From an optimization exercise on the open Yosys and OpenROAD flow, aimed at small area and a short achievable clock period; shortcuts taken in it are not production practice.
For this run, only the layout was checked, not whether the RTL still works.
Power is estimated from default activity; no workload was simulated.

<file path="design/flow/config.mk">
export PLATFORM = sky130hd
export DESIGN_NAME = JERICALLA_EVO
export DESIGN_NICKNAME = JERICALLA_EVO
export VERILOG_FILES = /design/flow/design.v
export SDC_FILE = /design/flow/constraint.sdc
export NUM_CORES = 4
export LEC_CHECK = 0
export ABC_CLOCK_PERIOD_IN_PS = 5000
export CAP_MARGIN = 20
export CORE_MARGIN = 2
export CORE_UTILIZATION = 40
export SETUP_SLACK_MARGIN = 0.3
export SLEW_MARGIN = 20
</file>
<file path="design/flow/design.v">
module UNIDAD_CONTROL (
	input [2:0] op_code,
	output reg wEnable_BR,
	output reg SEL_dmx,
	output reg [3:0] OP_alu,
	output reg W_ram,
	output reg R_ram
);
always @* begin
	case (op_code)
		3'b000:
			begin
			wEnable_BR=1'b1;
			SEL_dmx=1'b0;
			OP_alu=4'b0010;
			W_ram=1'b0;
			R_ram=1'b0;
			end
		3'b001:
			begin
			wEnable_BR=1'b1;
			SEL_dmx=1'b0;
			OP_alu=4'b0110;
			W_ram=1'b0;
			R_ram=1'b0;
			end
		3'b010:
			begin
			wEnable_BR=1'b1;
			SEL_dmx=1'b0;
			OP_alu=4'b0111;
			W_ram=1'b0;
			R_ram=1'b0;
			end
		3'b011:
			begin
			wEnable_BR=1'b0;
			SEL_dmx=1'b1;
			OP_alu=4'b0010;
			W_ram=1'b1;
			R_ram=1'b0;
			end
		3'b100:
			begin
			wEnable_BR=1'b0;
			SEL_dmx=1'b1;
			OP_alu=4'b1111;
			W_ram=1'b0;
			R_ram=1'b1;
			end
		default:
			begin
			wEnable_BR=1'b0;
			SEL_dmx=1'b1;
			OP_alu=4'b1111;
			W_ram=1'b0;
			R_ram=1'b0;
			end
	endcase
end
endmodule
module BancoRegistros(
	input clk,
	input reset,
	input [4:0] RA1_BANCO,
	input [4:0] RA2_BANCO,
	input [4:0] WA_BANCO,
	input [31:0] DW_BANCO,
	input WE_BANCO,
	output reg [31:0] DR1_BANCO,
	output reg [31:0] DR2_BANCO
);
reg [31:0] MEM_BANCO [0:31];
function [31:0] valor_inicial(input integer i);
	case (i)
		0: valor_inicial = 32'd222;
		1: valor_inicial = 32'd111;
		2: valor_inicial = 32'd100;
		3: valor_inicial = 32'd200;
		7: valor_inicial = 32'd20;
		8: valor_inicial = 32'd21;
		9: valor_inicial = 32'd22;
		default: valor_inicial = 32'd0;
	endcase
endfunction
always @* begin
	if (WE_BANCO && WA_BANCO == RA1_BANCO)
		DR1_BANCO = DW_BANCO;
	else
		DR1_BANCO = MEM_BANCO[RA1_BANCO];
	if (WE_BANCO && WA_BANCO == RA2_BANCO)
		DR2_BANCO = DW_BANCO;
	else
		DR2_BANCO = MEM_BANCO[RA2_BANCO];
end
integer k;
always @(posedge clk) begin
	if (reset) begin
		for (k = 0; k < 32; k = k + 1)
			MEM_BANCO[k] <= valor_inicial(k);
	end
	else if (WE_BANCO) begin
		MEM_BANCO[WA_BANCO] <= DW_BANCO;
	end
end
endmodule
module BUFFER_1(
	input dataIn_wE_BR,
	input [3:0]dataIn_OP_alu,
	input dataIn_SEL_dmx,
	input dataIn_W_ram,
	input dataIn_R_ram,
	input [31:0]dataIn_DR1,
	input [31:0]dataIn_DR2,
	input [4:0] waIn_BR,
	input clk,
	input reset,
	output reg dataOut_wE_BR,
	output reg [3:0]dataOut_OP_alu,
	output reg dataOut_SEL_dmx,
	output reg dataOut_W_ram,
	output reg dataOut_R_ram,
	output reg [31:0]dataOut_DR1,
	output reg [31:0]dataOut_DR2,
	output reg [4:0] waOut_BR
);
always @(posedge clk) begin
	if (reset) begin
		dataOut_wE_BR <= 1'b0;
		dataOut_OP_alu <= 4'b1111;
		dataOut_SEL_dmx <= 1'b1;
		dataOut_W_ram <= 1'b0;
		dataOut_R_ram <= 1'b0;
	end
	else begin
		dataOut_wE_BR <= dataIn_wE_BR;
		dataOut_OP_alu <= dataIn_OP_alu;
		dataOut_SEL_dmx <= dataIn_SEL_dmx;
		dataOut_W_ram <= dataIn_W_ram;
		dataOut_R_ram <= dataIn_R_ram;
	end
	dataOut_DR1 <= dataIn_DR1;
	dataOut_DR2 <= dataIn_DR2;
	waOut_BR <= waIn_BR;
end
endmodule
module Demultiplexor(
	input [31:0] DR1_DEMUX,
	input OP_DEMUX,
	output reg [31:0] DR1_ALU_DEMUX,
	output reg [31:0] DR1_MEM_DEMUX
);
always @* begin
	DR1_ALU_DEMUX = 32'd0;
	DR1_MEM_DEMUX = 32'd0;
	case (OP_DEMUX)
		1'b1: DR1_MEM_DEMUX = DR1_DEMUX;
		1'b0: DR1_ALU_DEMUX = DR1_DEMUX;
	endcase
end
endmodule
module ALU(
	input [31:0] DR1_ALU,
	input [31:0] DR2_ALU,
	input [3:0] OP_ALU,
	output reg ZF_ALU,
	output reg [31:0] DW_ALU
);
always @*
	begin
	case (OP_ALU)
	4'b0000: DW_ALU = DR1_ALU & DR2_ALU;
	4'b0001: DW_ALU = DR1_ALU | DR2_ALU;
	4'b0010: DW_ALU = DR1_ALU + DR2_ALU;
	4'b0110: DW_ALU = DR1_ALU - DR2_ALU;
	4'b0111: DW_ALU = (DR1_ALU < DR2_ALU)? 32'd1 : 32'd0;
	4'b1100: DW_ALU = ~(DR1_ALU | DR2_ALU);
	default: DW_ALU = 32'd0;
	endcase
	ZF_ALU = (DW_ALU == 1'b0)? 1'b1 : 1'b0;
end
endmodule
module BUFFER_2 (
	input dataIn_wE_BR,
	input dataIn_W_ram,
	input dataIn_R_ram,
	input [31:0]dataIn_DW_alu,
	input [31:0]dataIn_DR1,
	input [31:0]dataIn_DR2,
	input [4:0] waIn_BR,
	input clk,
	input reset,
	output reg dataOut_wE_BR,
	output reg dataOut_W_ram,
	output reg dataOut_R_ram,
	output reg [31:0]dataOut_DW_alu,
	output reg [31:0]dataOut_DR1,
	output reg [31:0]dataOut_DR2,
	output reg [4:0] waOut_BR
);
always @(posedge clk) begin
	if (reset) begin
		dataOut_wE_BR <= 1'b0;
		dataOut_W_ram <= 1'b0;
		dataOut_R_ram <= 1'b0;
	end
	else begin
		dataOut_wE_BR <= dataIn_wE_BR;
		dataOut_W_ram <= dataIn_W_ram;
		dataOut_R_ram <= dataIn_R_ram;
	end
	dataOut_DW_alu <= dataIn_DW_alu;
	dataOut_DR1 <= dataIn_DR1;
	dataOut_DR2 <= dataIn_DR2;
	waOut_BR <= waIn_BR;
end
endmodule
module RAM(
	input clk,
	input reset,
	input [31:0] address,
	input [31:0] datoIn,
	input W,
	input R,
	output reg [31:0] datoOut
);
reg [31:0] mem_ram [0:127]; 
always @(posedge clk) begin
	if (W && !R && !reset)
		mem_ram[address[6:0]] <= datoIn;
end
always @* begin
	if (R && !W)
		datoOut = mem_ram[address[6:0]];
	else
		datoOut = 32'd0;
end
endmodule
module JERICALLA_EVO (
	input [17:0] instruccion,
	input clk_jericalla,
	input reset_jericalla,
	output zf_jericalla,
	output [31:0]dataOut_jericalla
);
wire uc_bff1_BR; 
wire bff1_bff2_BR;
wire bff2_br_BR; 
wire uc__bff1_DMX; 
wire bff1_dmx_DMX;
wire [3:0]uc_bff1_ALU; 
wire [3:0]bff1_alu_ALU;
wire uc_bff1_Wram; 
wire bff1_bff2_Wram;
wire bff2_wram_Wram;
wire uc_bff1_Rram; 
wire bff1_bff2_Rram;
wire bff2_rram_Rram;
wire [31:0]dr1_bff1; 
wire [31:0]dr2_bff1; 
wire [31:0]bff1_dmx;
wire [31:0]bff1_aluin2_bff2;
wire [31:0]alu_bff2_DWBR;
wire [31:0]bff2_dwbr_DWBR;
wire [31:0]dmx_alu;
wire [31:0]dmx_bff2_RAM;
wire [31:0]bff2_ram_RAM;
wire [31:0]bff2_dataINram;
wire [4:0]bff1_bff2_WA;
wire [4:0]bff2_wa_WA;
UNIDAD_CONTROL uc_jericalla(
	.op_code(instruccion[17:15]),
	.wEnable_BR(uc_bff1_BR),
	.SEL_dmx(uc__bff1_DMX),
	.OP_alu(uc_bff1_ALU),
	.W_ram(uc_bff1_Wram),
	.R_ram(uc_bff1_Rram)
);
BancoRegistros br_jericalla(
	.clk(clk_jericalla),
	.reset(reset_jericalla),
	.RA1_BANCO(instruccion[9:5]),
	.RA2_BANCO(instruccion[4:0]),
	.WA_BANCO(bff2_wa_WA),
	.DW_BANCO(bff2_dwbr_DWBR),
	.WE_BANCO(bff2_br_BR),
	.DR1_BANCO(dr1_bff1),
	.DR2_BANCO(dr2_bff1)
);
BUFFER_1 buffer1_jericalla(
	.dataIn_wE_BR(uc_bff1_BR),
	.dataIn_OP_alu(uc_bff1_ALU),
	.dataIn_SEL_dmx(uc__bff1_DMX),
	.dataIn_W_ram(uc_bff1_Wram),
	.dataIn_R_ram(uc_bff1_Rram),
	.dataIn_DR1(dr1_bff1),
	.dataIn_DR2(dr2_bff1),
	.waIn_BR(instruccion[14:10]),
	.clk(clk_jericalla),
	.reset(reset_jericalla),
	.dataOut_wE_BR(bff1_bff2_BR),
	.dataOut_OP_alu(bff1_alu_ALU),
	.dataOut_SEL_dmx(bff1_dmx_DMX),
	.dataOut_W_ram(bff1_bff2_Wram),
	.dataOut_R_ram(bff1_bff2_Rram),
	.dataOut_DR1(bff1_dmx),
	.dataOut_DR2(bff1_aluin2_bff2),
	.waOut_BR(bff1_bff2_WA)
);
Demultiplexor dmx_jericalla(
	.DR1_DEMUX(bff1_dmx),
	.OP_DEMUX(bff1_dmx_DMX),
	.DR1_ALU_DEMUX(dmx_alu),
	.DR1_MEM_DEMUX(dmx_bff2_RAM)
);
ALU alu_jericalla(
	.DR1_ALU(dmx_alu),
	.DR2_ALU(bff1_aluin2_bff2),
	.OP_ALU(bff1_alu_ALU),
	.ZF_ALU(zf_jericalla),
	.DW_ALU(alu_bff2_DWBR)
);
BUFFER_2 buffer2_jericalla(
	.dataIn_wE_BR(bff1_bff2_BR),
	.dataIn_W_ram(bff1_bff2_Wram),
	.dataIn_R_ram(bff1_bff2_Rram),
	.dataIn_DW_alu(alu_bff2_DWBR),
	.dataIn_DR1(dmx_bff2_RAM),
	.dataIn_DR2(bff1_aluin2_bff2),
	.waIn_BR(bff1_bff2_WA),
	.clk(clk_jericalla),
	.reset(reset_jericalla),
	.dataOut_wE_BR(bff2_br_BR),
	.dataOut_W_ram(bff2_wram_Wram),
	.dataOut_R_ram(bff2_rram_Rram),
	.dataOut_DW_alu(bff2_dwbr_DWBR),
	.dataOut_DR1(bff2_ram_RAM),
	.dataOut_DR2(bff2_dataINram),
	.waOut_BR(bff2_wa_WA)
);
RAM ram_jericalla(
	.clk(clk_jericalla),
	.reset(reset_jericalla),
	.address(bff2_ram_RAM),
	.datoIn(bff2_dataINram),
	.W(bff2_wram_Wram),
	.R(bff2_rram_Rram),
	.datoOut(dataOut_jericalla)
);
endmodule
</file>
<file path="design/flow/constraint.sdc">
create_clock -name core_clock -period 7.0 [get_ports {clk_jericalla}]
set_input_delay 1.4000 -clock core_clock [delete_from_list [all_inputs] [get_ports {clk_jericalla}]]
set_output_delay 1.4000 -clock core_clock [all_outputs]
set_load 0.01 [all_outputs]
</file>
<file path="design/flow/run.sh">
#!/bin/bash
# synth_recipe.tcl (not shown) runs the flow's synth.tcl, then flattens the netlist and writes it again
# the make line also repeats each setting of config.mk as NAME=value (left out here)
make -C /OpenROAD-flow-scripts/flow DESIGN_CONFIG=/design/flow/config.mk WORK_HOME=/design/flow/orfs CLKGATE_MAP_FILE= SYNTH_SCRIPT=/design/flow/synth_recipe.tcl finish
</file>
==> metrics.cfg <==
[timing]
report.final.slew_viol_count = 0
fin_ws_ns = 0.253
worst_pin_slew_ns = 1.36
period_share_pct = 96.4
tns_ns = 0
slew-limit-headroom_pct = 9.31
fin_crit_ns = 6.75
max_freq_mhz = 148
setup_violations = 0
clock_skew_ns = 0.130
hold_viol = 0
rsz0062_at_grt = true

[logic_synthesis]
ys_async_sr_fraction_pct = 0
syn-num-nets = 12200
synth_area_leader_cell = edfxtp_1
synth_top_family_by_area = compound AO/OA/AOI/OAI gates
syn-cell-area_sq_mm = 0.211
ys_ff_latch = 5275
ys_seq_area_share_pct = 74.4
yosys.area_share.simple_pct = 5.53
syn-instance-count = 12100
synth_warnings = 7
ys_types = 96
synth_top_area_share_pct = 72.9
synth_ff_type = edfxtp_1
synth_compound_area_share_pct = 10.6
synth_mux_area_share_pct = 7.18
synth_xor_area_share_pct = 0.211
synthAdderAreaFrac_pct = 0.237
ys_top_cells_by_area = edfxtp_1 73%, mux4_2 6.8%, a22oi_1 4.5%
avgSynthCellArea_sq_um = 17.4
synth_edf_count = 5120

[setup_path]
path_max_fanout = 20
rr_worst_depth = 7
cp_slowest_cell = a21oi_1
critPathCaptureType = output port
crit_path_frequent_cell = buf_4
arrival_ns = 5.35
max_stage_delay_ns = 1.04
critPathBufInv = 3
r2r_end = ram_jericalla.mem_ram[68][9]$_DFFE_PP_
ff2ff_setup_slack_ns = 2.82
cpLargestDelayFamily = compound AO/OA/AOI/OAI gates
cp-start-kind = register
timing.rr.start = buffer2_jericalla.dataOut_DR1[2]$_SDFF_PN0_
worstSetupEndpoint = dataOut_jericalla[16]
crit_chain = and3b_4, buf_4, buf_4, a22o_1, a221oi_1, a31oi_1, a21oi_1, o211ai_1, nor4_1, nor2_1, clkdlybuf4s50_1
worst-setup-path-type = reg2out
worst-path-stages = 11
cp.required_ns = 5.60
startpoint = buffer2_jericalla.dataOut_DR1[1]$_SDFF_PN0_

[finish]
layout_common_cells = 5,120 x edfxtp_1, 1,272 x a22oi_1, 1,012 x and2_1, 669 x buf_4, 640 x mux4_2
finalNetCount = 12600
multi_input_area_sq_mm = 0.0521
synthToLayoutAreaGrowth_pct = 15.5
fillers = 44000
stdcell_count = 20000
drive_gt1_share_pct = 20.2
ff_latch_area_sq_mm = 0.157
layout_commonest_cell = edfxtp_1

[placement]
dp_hpwl_microns = 424000
place_congestion = 0.900
io_buffers = 52
dp_cells = 18900
dp_slack_ns = 0.289

[route]
drc_errors = 0
detail_route.wirelength_microns = 711000
first_iter_violations = 20000
ant_nets = 0
dr_total_vias = 126000
via_per_inst = 6.33
dr.pass1.iters = 6
wl_per_cell_microns = 35.6

[power_and_ir_drop]
ir_drop_uv = 292
leakage_uw = 0.0772
powerDensity_mw_per_mm2 = 303

[die]
ios = 53
start_util_pct = 40.2
die_area_sq_mm = 0.533
core_sq_mm = 0.525
placementRows = 266
die_w_microns = 730
die_h_microns = 730

[clocking]
htree_num_levels = 6
path_clk_slew_ns = 0.06
cts_buffers = 559
insertion_delay_ns = 1.12
clockBufferDepth = 4
cts_tree = built
root_buffer = clkbuf_16
ctsHoldBuffers = 0
cts.sinks = 5275

[grt]
grt_max_degree = 89
antenna_found_initial = 41
grtUsageTotal_pct = 26.0
grt_first_pass_wirelength_microns = 979000
grt-ovfl-total = 0
grt_pass1_vias = 120000

[run_status]
outcome = complete, no violations

[worst_hold_path]
hold_path_class = reg2reg

[flow_run]
maxCapViolations = 0

## routing by layer
| metal | up-vias | wire length, microns | share of wire, % | GRT usage, % |
|---|---|---|---|---|
| met5 | - | 33 | 0.0046 | 0 |
| met4 | 6 | 31800 | 4.5 | 10.1 |
| met3 | 1220 | 79700 | 11 | 5.56 |
| met2 | 7915 | 322000 | 45 | 39.5 |
| met1 | 66400 | 277000 | 39 | 36.6 |
| li1 | 51000 | - | - | - |
## Yosys cell counts (all sizes together), types with 27 or more instances
cell and instances:
a21oi 111, a221oi 396, a22o 403, a22oi 1275, a31oi 344, and2 1012, buf 238, clkbuf 747
dfxtp 155, edfxtp 5120, ha 36, inv 53, mux2i 70, mux4 640, nand2 174, nand2b 42
nand3 50, nand4 193, nor2 288, nor2b 37, nor4 66, o211ai 63, o21ai 183, o22ai 27
or2 40, or3 38, xnor2 31
## layout make-up
cell class / instances / area share, %
well taps: 6968 / 3.58
inverters: 53 / 0.0832
clock inverters: 287 / 1.06
diodes: 27 / 0.0277
multi-input cells: 5805 / 21.4
clock buffers: 714 / 6.12
repair buffers: 838 / 3.25
flip-flops and latches: 5275 / 64.5
## flip-flops by register name, indices dropped and copies added (netlist names)
| name | flops |
|---|---|
| br_jericalla.MEM_BANCO | 1024 |
| buffer1_jericalla.dataOut_DR1 | 32 |
| buffer1_jericalla.dataOut_DR2 | 32 |
| buffer1_jericalla.dataOut_OP_alu | 3 |
| buffer1_jericalla.dataOut_R_ram | 1 |
| buffer1_jericalla.dataOut_SEL_dmx | 1 |
| buffer1_jericalla.dataOut_W_ram | 1 |
| buffer1_jericalla.dataOut_wE_BR | 1 |
| buffer1_jericalla.waOut_BR | 5 |
| buffer2_jericalla.dataOut_DR1 | 7 |
| buffer2_jericalla.dataOut_DR2 | 32 |
| buffer2_jericalla.dataOut_DW_alu | 32 |
| buffer2_jericalla.dataOut_R_ram | 1 |
| buffer2_jericalla.dataOut_W_ram | 1 |
| buffer2_jericalla.dataOut_wE_BR | 1 |
| buffer2_jericalla.waOut_BR | 5 |
| ram_jericalla.mem_ram | 4096 |
## how the worst min path moves through the flow
stage | start | to | slack [ns] | cells past startpoint
2_1_floorplan | buffer1_jericalla.waOut_BR[0]$_DFF_P_ | buffer2_jericalla.waOut_BR[0]$_DFF_P_ | 0.31 | 0
3_3_place_gp | buffer1_jericalla.waOut_BR[1]$_DFF_P_ | buffer2_jericalla.waOut_BR[1]$_DFF_P_ | 0.32 | 0
3_5_place_dp | buffer1_jericalla.waOut_BR[1]$_DFF_P_ | buffer2_jericalla.waOut_BR[1]$_DFF_P_ | 0.32 | 0
4_1_cts | buffer1_jericalla.waOut_BR[1]$_DFF_P_ | buffer2_jericalla.waOut_BR[1]$_DFF_P_ | 0.33 | 0
5_1_grt | buffer1_jericalla.waOut_BR[4]$_DFF_P_ | buffer2_jericalla.waOut_BR[4]$_DFF_P_ | 0.33 | 0
6_report | buffer1_jericalla.waOut_BR[4]$_DFF_P_ | buffer2_jericalla.waOut_BR[4]$_DFF_P_ | 0.33 | 0
## cell families (layout without fill, tap and decap cells)
group	after synthesis	after routing
AOI/OAI and AO/OA	2959	2959
DFF	5275	5275
and+or+nand+nor	2040	2044
xor gates and xnor gates	50	50
adders and majority gates	41	41
muxes	711	711
buffers and inverters	1038	1892
other	0	27
## through the flow
stage                     area, sq um  hold WS [ns]  util [%]  power (uW)
after CTS                      243000         0.332      46.3       73600
after floorplan                211000         0.310         -       40800
final                          243000         0.331      46.4       73700
after global placement         224000         0.315      42.8       45100
after global routing           243000         0.335      46.4       75300
after detailed placement       225000         0.319      42.8       45200
## what timing repair did
item | in CTS | in global routing
gates resized for setup | 127 | 58
setup endpoints to repair | 33 | 17
cloned | 6 | 0
pin swaps | 34 | 27
setup buffers | 25 | 7
endpoints found under the hold margin | 0 | 0
## power by group
group          switching [uW]  leakage [uW]  internal, uW
logic                    5770        0.0196          2510
registers                 940        0.0490         35800
clock network           12600       0.00854         16100
total                   19300        0.0772         54400

## port drivers added, routing unchanged
No port has a modelled driver above. Below, the same layout with a new extraction and two added sets of constraints. Step 1 sets driving cells, clkbuf_16 on the clock port and buf_2 on the other inputs (assumed; they add their load-dependent delay and slew). Step 2 moves the port delays by t, midway between the first and last clock arrival at a register: inputs arrive t later, outputs are due t later. That takes back most of the time a late clock gives input paths. Slacks: ideal ports / drivers / drivers and shift; pairs: ideal ports / drivers.
t (ns): 1.179
slack for setup (ns): 0.253 / 0.131 / 1.310
latest minus earliest clock arrival (ns): 0.131 / 0.131
worst slew at a driven data input, ns: 0.05
pins driven straight from the clock port: 1
After both steps setup and hold are still met in this run. For this run, drivers alone change the setup slack by -0.122 ns; drivers and shift together by +1.057 ns.
